What follows belongs to an exercise in optimizing a design on an open flow for small area; a production flow would make more cautious choices.
Only simulation tests tie the RTL to the original design; equivalence was not proved.
No activity file was given, so power comes from the tool's default toggle rates.

run 1:
==> flow/design.v <==
module xorG (input a, input b, output y);
	assign y = a ^ b;
endmodule
module nandG (input a, input b, output y);
	assign y = ~(a & b);
endmodule
module addBK (input [31:0] a, input [31:0] b, input cin, output [31:0] sum, output [31:0] g, output [31:0] p, output [31:0] carry);
	wire [31:0] gn;
	genvar k;
	generate for (k = 0; k < 32; k = k + 1) begin : pg
		nandG gk (.a(a[k]), .b(b[k]), .y(gn[k]));
		xorG pk (.a(a[k]), .b(b[k]), .y(p[k]));
	end endgenerate
	assign g = ~gn;
	wire [31:0] gg [0:9];
	wire [31:0] pp [0:9];
	assign gg[0] = {g[31:1], g[0] | (p[0] & cin)};
	assign pp[0] = p;
	genvar l, i;
	generate
		for (l = 1; l <= 5; l = l + 1) begin : up
			for (i = 0; i < 32; i = i + 1) begin : b
				if (((i + 1) % (1 << l)) == 0) begin : c
					assign gg[l][i] = gg[l-1][i] | (pp[l-1][i] & gg[l-1][i - (1 << (l-1))]);
					assign pp[l][i] = pp[l-1][i] & pp[l-1][i - (1 << (l-1))];
				end else begin : n
					assign gg[l][i] = gg[l-1][i];
					assign pp[l][i] = pp[l-1][i];
				end
			end
		end
		for (l = 6; l <= 9; l = l + 1) begin : dn
			for (i = 0; i < 32; i = i + 1) begin : b
				if (((i + 1) % (2 << (9 - l))) == (1 << (9 - l)) && i > (1 << (9 - l))) begin : c
					assign gg[l][i] = gg[l-1][i] | (pp[l-1][i] & gg[l-1][i - (1 << (9 - l))]);
					assign pp[l][i] = pp[l-1][i] & pp[l-1][i - (1 << (9 - l))];
				end else begin : n
					assign gg[l][i] = gg[l-1][i];
					assign pp[l][i] = pp[l-1][i];
				end
			end
		end
	endgenerate
	assign carry = gg[9];
	wire [31:0] cy = {gg[9][30:0], cin};
	generate for (k = 0; k < 32; k = k + 1) begin : sm
		xorG sk (.a(p[k]), .b(cy[k]), .y(sum[k]));
	end endgenerate
endmodule
module mx2i (input a0, input a1, input s, output y);
	assign y = ~(s ? a1 : a0);
endmodule
module ao21i (input a1, input a2, input b1, output y);
	assign y = ~((a1 & a2) | b1);
endmodule
module shStage #(parameter N = 1) (input [31:0] x, input fill, input s, output [31:0] y);
	wire sn = ~s;
	wire sf = s & fill;
	genvar i;
	generate for (i = 0; i < 32; i = i + 1) begin : b
		if (i + N < 32) begin : m
			mx2i u (.a0(x[i]), .a1(x[i + N]), .s(s), .y(y[i]));
		end else begin : f
			ao21i u (.a1(sn), .a2(x[i]), .b1(sf), .y(y[i]));
		end
	end endgenerate
endmodule
module shifter (input [31:0] in, input rev, input fill, input [4:0] amt, output [31:0] out);
	wire [31:0] x0, x1, x2, x3, x4;
	genvar i;
	generate for (i = 0; i < 32; i = i + 1) begin : r
		mx2i u (.a0(in[i]), .a1(in[31 - i]), .s(rev), .y(x0[i]));
	end endgenerate
	wire fn = ~fill;
	shStage #(16) s16 (.x(x0), .fill(fn),   .s(amt[4]), .y(x1));
	shStage #(8)  s8  (.x(x1), .fill(fill), .s(amt[3]), .y(x2));
	shStage #(4)  s4  (.x(x2), .fill(fn),   .s(amt[2]), .y(x3));
	shStage #(2)  s2  (.x(x3), .fill(fill), .s(amt[1]), .y(x4));
	shStage #(1)  s1  (.x(x4), .fill(fn),   .s(amt[0]), .y(out));
endmodule
module cmpOut (input base, input lt, input isLt, input gtq, output y);
	assign y = base | (lt ? isLt : gtq);
endmodule
module alu (input signed [31:0] in1, input signed [31:0] in2, input [3:0] opCode, input [4:0] shiftAmt, output signed [31:0] result);
	wire isArith = (opCode == 4'd0) | (opCode == 4'd1);
	wire sub     = (opCode == 4'd1) | (opCode == 4'd7) | (opCode == 4'd8);
	wire isLogic = (opCode == 4'd2) | (opCode == 4'd3);
	wire isOr    = (opCode == 4'd3);
	wire isShl   = (opCode == 4'd4);
	wire isShr   = (opCode == 4'd5) | (opCode == 4'd6);
	wire isGt    = (opCode == 4'd7);
	wire isLt    = (opCode == 4'd8);
	wire [31:0] sum, g, p, carry;
	addBK add (.a(in1), .b(in2 ^ {32{sub}}), .cin(sub), .sum(sum), .g(g), .p(p), .carry(carry));
	wire c31 = carry[30];
	wire lt  = (in1[31] & ~in2[31]) | (in1[31] & ~c31) | (~in2[31] & ~c31);
	wire eq  = &p;
	wire gtq = isGt & ~eq;
	wire [31:0] sh;
	shifter shr (.in(in1), .rev(isShl), .fill((opCode == 4'd6) & in1[31]), .amt(shiftAmt), .out(sh));
	genvar i;
	generate for (i = 0; i < 32; i = i + 1) begin : outb
		wire base = (isArith & sum[i]) | (isLogic & g[i]) | (isOr & p[i]) | (isShr & sh[i]) | (isShl & sh[31 - i]);
		if (i == 0) begin : b0
			cmpOut c (.base(base), .lt(lt), .isLt(isLt), .gtq(gtq), .y(result[i]));
		end else begin : bn
			assign result[i] = base;
		end
	end endgenerate
endmodule
module mux (input selCh, input [31:0] inCh0, input [31:0] inCh1, output [31:0] selData);
	assign selData = selCh == 0 ? inCh0 :
			  selCh == 1 ? inCh1 : 0;
endmodule
module rdPair (input q0, input s0n, input q1, input s1n, output y);
	assign y = ~((q0 | s0n) & (q1 | s1n));
endmodule
module registerFile (input wrEnable, input [4:0] wrReg, input [31:0] wrData, input [4:0] rdReg1, output [31:0] rdData1, input [4:0] rdReg2, output [31:0] rdData2, input clk);
	reg [31:0] regFile [31:0];
	always @(posedge clk) begin if (wrEnable) begin regFile[wrReg] <= wrData; end end
	wire [31:0] sel1n = ~(32'd1 << rdReg1);
	wire [31:0] sel2n = ~(32'd1 << rdReg2);
	genvar i, j;
	generate for (j = 0; j < 32; j = j + 1) begin : bitcol
		wire [15:0] y1, y2;
		for (i = 0; i < 16; i = i + 1) begin : pr
			rdPair p1 (.q0(regFile[2*i][j]), .s0n(sel1n[2*i]), .q1(regFile[2*i+1][j]), .s1n(sel1n[2*i+1]), .y(y1[i]));
			rdPair p2 (.q0(regFile[2*i][j]), .s0n(sel2n[2*i]), .q1(regFile[2*i+1][j]), .s1n(sel2n[2*i+1]), .y(y2[i]));
		end
		assign rdData1[j] = ~|y1;
		assign rdData2[j] = ~|y2;
	end endgenerate
endmodule
module project (input wrEnable, input [4:0] wrReg, input [4:0] rdReg1, input [4:0] rdReg2, input clk, input [3:0] opCode, input [4:0] shiftAmt, output signed [31:0] result, input selCh, input [31:0] selData);
	wire [31:0] selected;
	wire signed [31:0] rdData1;
	wire signed [31:0] rdData2;
	registerFile regFile1 (wrEnable, wrReg, selected, rdReg1, rdData1, rdReg2, rdData2, clk);
	alu alu1 (rdData1, rdData2, opCode, shiftAmt, result);
	mux m1 (selCh, selData, result, selected);
endmodule
==> flow/config.mk <==
export PLATFORM = sky130hd
export DESIGN_NAME = project
export DESIGN_NICKNAME = project
export VERILOG_FILES = /design/flow/design.v
export SDC_FILE = /design/flow/constraint.sdc
export NUM_CORES = 4
export LEC_CHECK = 0
export CAP_MARGIN = 20
export CORE_MARGIN = 2
export CORE_UTILIZATION = 50
export GPL_ROUTABILITY_DRIVEN = 0
export PLACE_DENSITY = 0.7
export SLEW_MARGIN = 20
export SYNTH_HIERARCHICAL = 1
==> flow/constraint.sdc <==
create_clock -name core_clock -period 10.0 [get_ports {clk}]
set_input_delay 2.0000 -clock core_clock [delete_from_list [all_inputs] [get_ports {clk}]]
set_output_delay 2.0000 -clock core_clock [all_outputs]
set_load 0.01 [all_outputs]
standard.sh (not shown) runs the stock make flow with config.mk's settings and CLKGATE_MAP_FILE= SYNTH_SCRIPT=/design/flow/synth_recipe.tcl, a recipe that flattens the netlist after the stock synthesis.
==> flow/flow/run.sh <==
#!/bin/bash
# The standard ORFS layout (standard.sh, with the standard synthesis), with
# these changes to how the layout is made:
#  - ports are buffered with buf_2 instead of the delay-cell buffer that
#    buffer_ports picks by default;
#  - clock tree synthesis uses clkbuf_8 for the tree and inserts no dummy
#    loads;
# make's full output goes to flow_make.log here; ORFS writes each step's log
# under orfs/logs/.
set -euo pipefail
bash standard.sh \
  "BUFFER_PORTS_ARGS=-buffer_cell sky130_fd_sc_hd__buf_2" \
  "CTS_ARGS=-sink_clustering_enable -repair_clock_nets -dont_use_dummy_load -buf_list sky130_fd_sc_hd__clkbuf_8 -sink_clustering_size 18 -sink_clustering_max_diameter 60" \
  finish > flow_make.log 2>&1
What run 2 does differently from run 1 at the input level:
# run 1
export LEC_CHECK = 0
export CAP_MARGIN = 20
export CORE_MARGIN = 2
export CORE_UTILIZATION = 50
export GPL_ROUTABILITY_DRIVEN = 0
export PLACE_DENSITY = 0.7
export SLEW_MARGIN = 20
export SYNTH_HIERARCHICAL = 1
create_clock -name core_clock -period 10.0 [get_ports {clk}]
# run 2
export LEC_CHECK = 0
export CAP_MARGIN = 20
export CORE_MARGIN = 2
export CORE_UTILIZATION = 55
export GPL_ROUTABILITY_DRIVEN = 0
export PLACE_DENSITY = 0.8
export SETUP_SLACK_MARGIN = 0.1
export SLEW_MARGIN = 20
export SYNTH_HIERARCHICAL = 1
create_clock -name core_clock -period 10.0 [get_ports {clk}]
### Flow results
Cmp run 2 and run 1 / largest fanout of any net on the critical path / higher: run 1. Against run 1, run 2 reports a antenna diode count that is higher. Run 1 → run 2: static leakage power rose about 0.5%; routed wire length fell about 0.8%.
Changes in run 3 relative to run 2:
# run 2
export LEC_CHECK = 0
export CAP_MARGIN = 20
export CORE_MARGIN = 2
export CORE_UTILIZATION = 55
export GPL_ROUTABILITY_DRIVEN = 0
export PLACE_DENSITY = 0.8
export SETUP_SLACK_MARGIN = 0.1
export SLEW_MARGIN = 20
export SYNTH_HIERARCHICAL = 1
create_clock -name core_clock -period 10.0 [get_ports {clk}]
# run 3
export LEC_CHECK = 0
export CAP_MARGIN = 20
export CORE_MARGIN = 2
export CORE_UTILIZATION = 50
export PLACE_DENSITY = 0.7
export SLEW_MARGIN = 20
export SYNTH_HIERARCHICAL = 1
create_clock -name core_clock -period 10.0 [get_ports {clk}]
==> flow/flow/run.sh <==
#!/bin/bash
# The standard ORFS layout (standard.sh, with the standard synthesis), with
# these changes to how the layout is made:
#  - ports are buffered with buf_2 instead of the delay-cell buffer that
#    buffer_ports picks by default;
#  - clock tree synthesis uses clkbuf_4 for the tree and inserts no dummy
#    loads;
# make's full output goes to flow_make.log here; ORFS writes each step's log
# under orfs/logs/.
set -euo pipefail
bash standard.sh \
  "BUFFER_PORTS_ARGS=-buffer_cell sky130_fd_sc_hd__buf_2" \
  "CTS_ARGS=-sink_clustering_enable -repair_clock_nets -dont_use_dummy_load -buf_list sky130_fd_sc_hd__clkbuf_4 -sink_clustering_size 10 -sink_clustering_max_diameter 40" \
  finish > flow_make.log 2>&1
## What came out
Final cell count in run 3 vs run 2: up 4.0%
Summary of run 3 over run 2: total power divided by cell area shrank by 0.55 mW/mm², global-route met3 utilization -3.8 points, worst setup slack shows a reduction of 0.12 ns, number of ordinary and repair buffers in the finished layout up 5.5%, total wirelength of the detailed-routed design about even.
### run 3 -> run 4
# run 3
export LEC_CHECK = 0
export CAP_MARGIN = 20
export CORE_MARGIN = 2
export CORE_UTILIZATION = 50
export PLACE_DENSITY = 0.7
export SLEW_MARGIN = 20
export SYNTH_HIERARCHICAL = 1
create_clock -name core_clock -period 10.0 [get_ports {clk}]
# run 4
export LEC_CHECK = 0
export CAP_MARGIN = 20
export CORE_MARGIN = 2
export CORE_UTILIZATION = 40
export SLEW_MARGIN = 20
export SYNTH_HIERARCHICAL = 1
create_clock -name core_clock -period 10.0 [get_ports {clk}]
==> flow/flow/run.sh <==
#!/bin/bash
# The standard ORFS layout (standard.sh, with the standard synthesis), with
# these changes to how the layout is made:
#  - ports are buffered with buf_2 instead of the delay-cell buffer that
#    buffer_ports picks by default;
#  - clock tree synthesis uses clkbuf_8 for the tree and inserts no dummy
#    loads;
# make's full output goes to flow_make.log here; ORFS writes each step's log
# under orfs/logs/.
set -euo pipefail
bash standard.sh \
  "BUFFER_PORTS_ARGS=-buffer_cell sky130_fd_sc_hd__buf_2" \
  "CTS_ARGS=-sink_clustering_enable -repair_clock_nets -dont_use_dummy_load -buf_list sky130_fd_sc_hd__clkbuf_8 -sink_clustering_size 18 -sink_clustering_max_diameter 60" \
  finish > flow_make.log 2>&1
Results
Higher routed wire length was reported by run 4, not run 3.
Re number of non-clock buffers: run 3 and run 4 aren't equal, and the lower value belongs to run 3.
Peak per-stage delay on the critical path on run 4 is down relative to run 3.
When the final numbers for run 3 and run 4 were put side by side, the switching power of the nets turned out to be smaller in run 3.
The layout overhead on the synthesized area number comes out higher for run 4 vs run 3.
Compared with run 3, maximum number of pins on one net before global-route repair in run 4 decreased by a few percent.
[compare] base=run 3 new=run 4: count of clock-buffer cells in the layout -61; minimum clock period fell 0.024 ns.
Relative to run 3, run 4 improves register-to-register slack.
Run comparison: run 3 master of the slowest instance on the critical path sky130_fd_sc_hd__nand2_1; run 4 master of the slowest instance on the critical path sky130_fd_sc_hd__nor4_1
Lower post-layout total power among run 3 and run 4: run 3

-- port drivers added, routing unchanged --
In the flow no input, the clock included, has a driving cell. The finished layouts below were timed again as built, in two steps. Step 1 sets driving cells, clkbuf_16 on the clock port and buf_2 on the other inputs (assumed; they add their load-dependent delay and slew). Step 2, shift: input delay + t, output delay - t, t = (earliest + latest rising clock arrival at the registers) / 2. This alone moves slack from input paths to output paths. a / b / c = ideal ports / drivers / drivers and shift; a / b = the first two.
| run | t, ns | setup WS [ns] | worst setup path at the end | worst slew at a driven data input, ns | pins driven straight from the clock port |
|---|---|---|---|---|---|
| run 1 | 0.786 | 0.240 / 0.081 / 0.081 | input to output | 0.15 | 1 |
| run 2 | 0.762 | 0.343 / 0.237 / 0.237 | input to output | 0.14 | 1 |
| run 3 | 1.083 | 0.219 / 0.189 / 0.189 | input to output | 0.09 | 1 |
| run 4 | 0.801 | 0.243 / 0.126 / 0.126 | input to output | 0.15 | 1 |
After both steps every run listed still meets setup and hold. The setup slack of run 1, which loses most, moves by -0.159 ns with the drivers and by -0.159 ns with both steps.
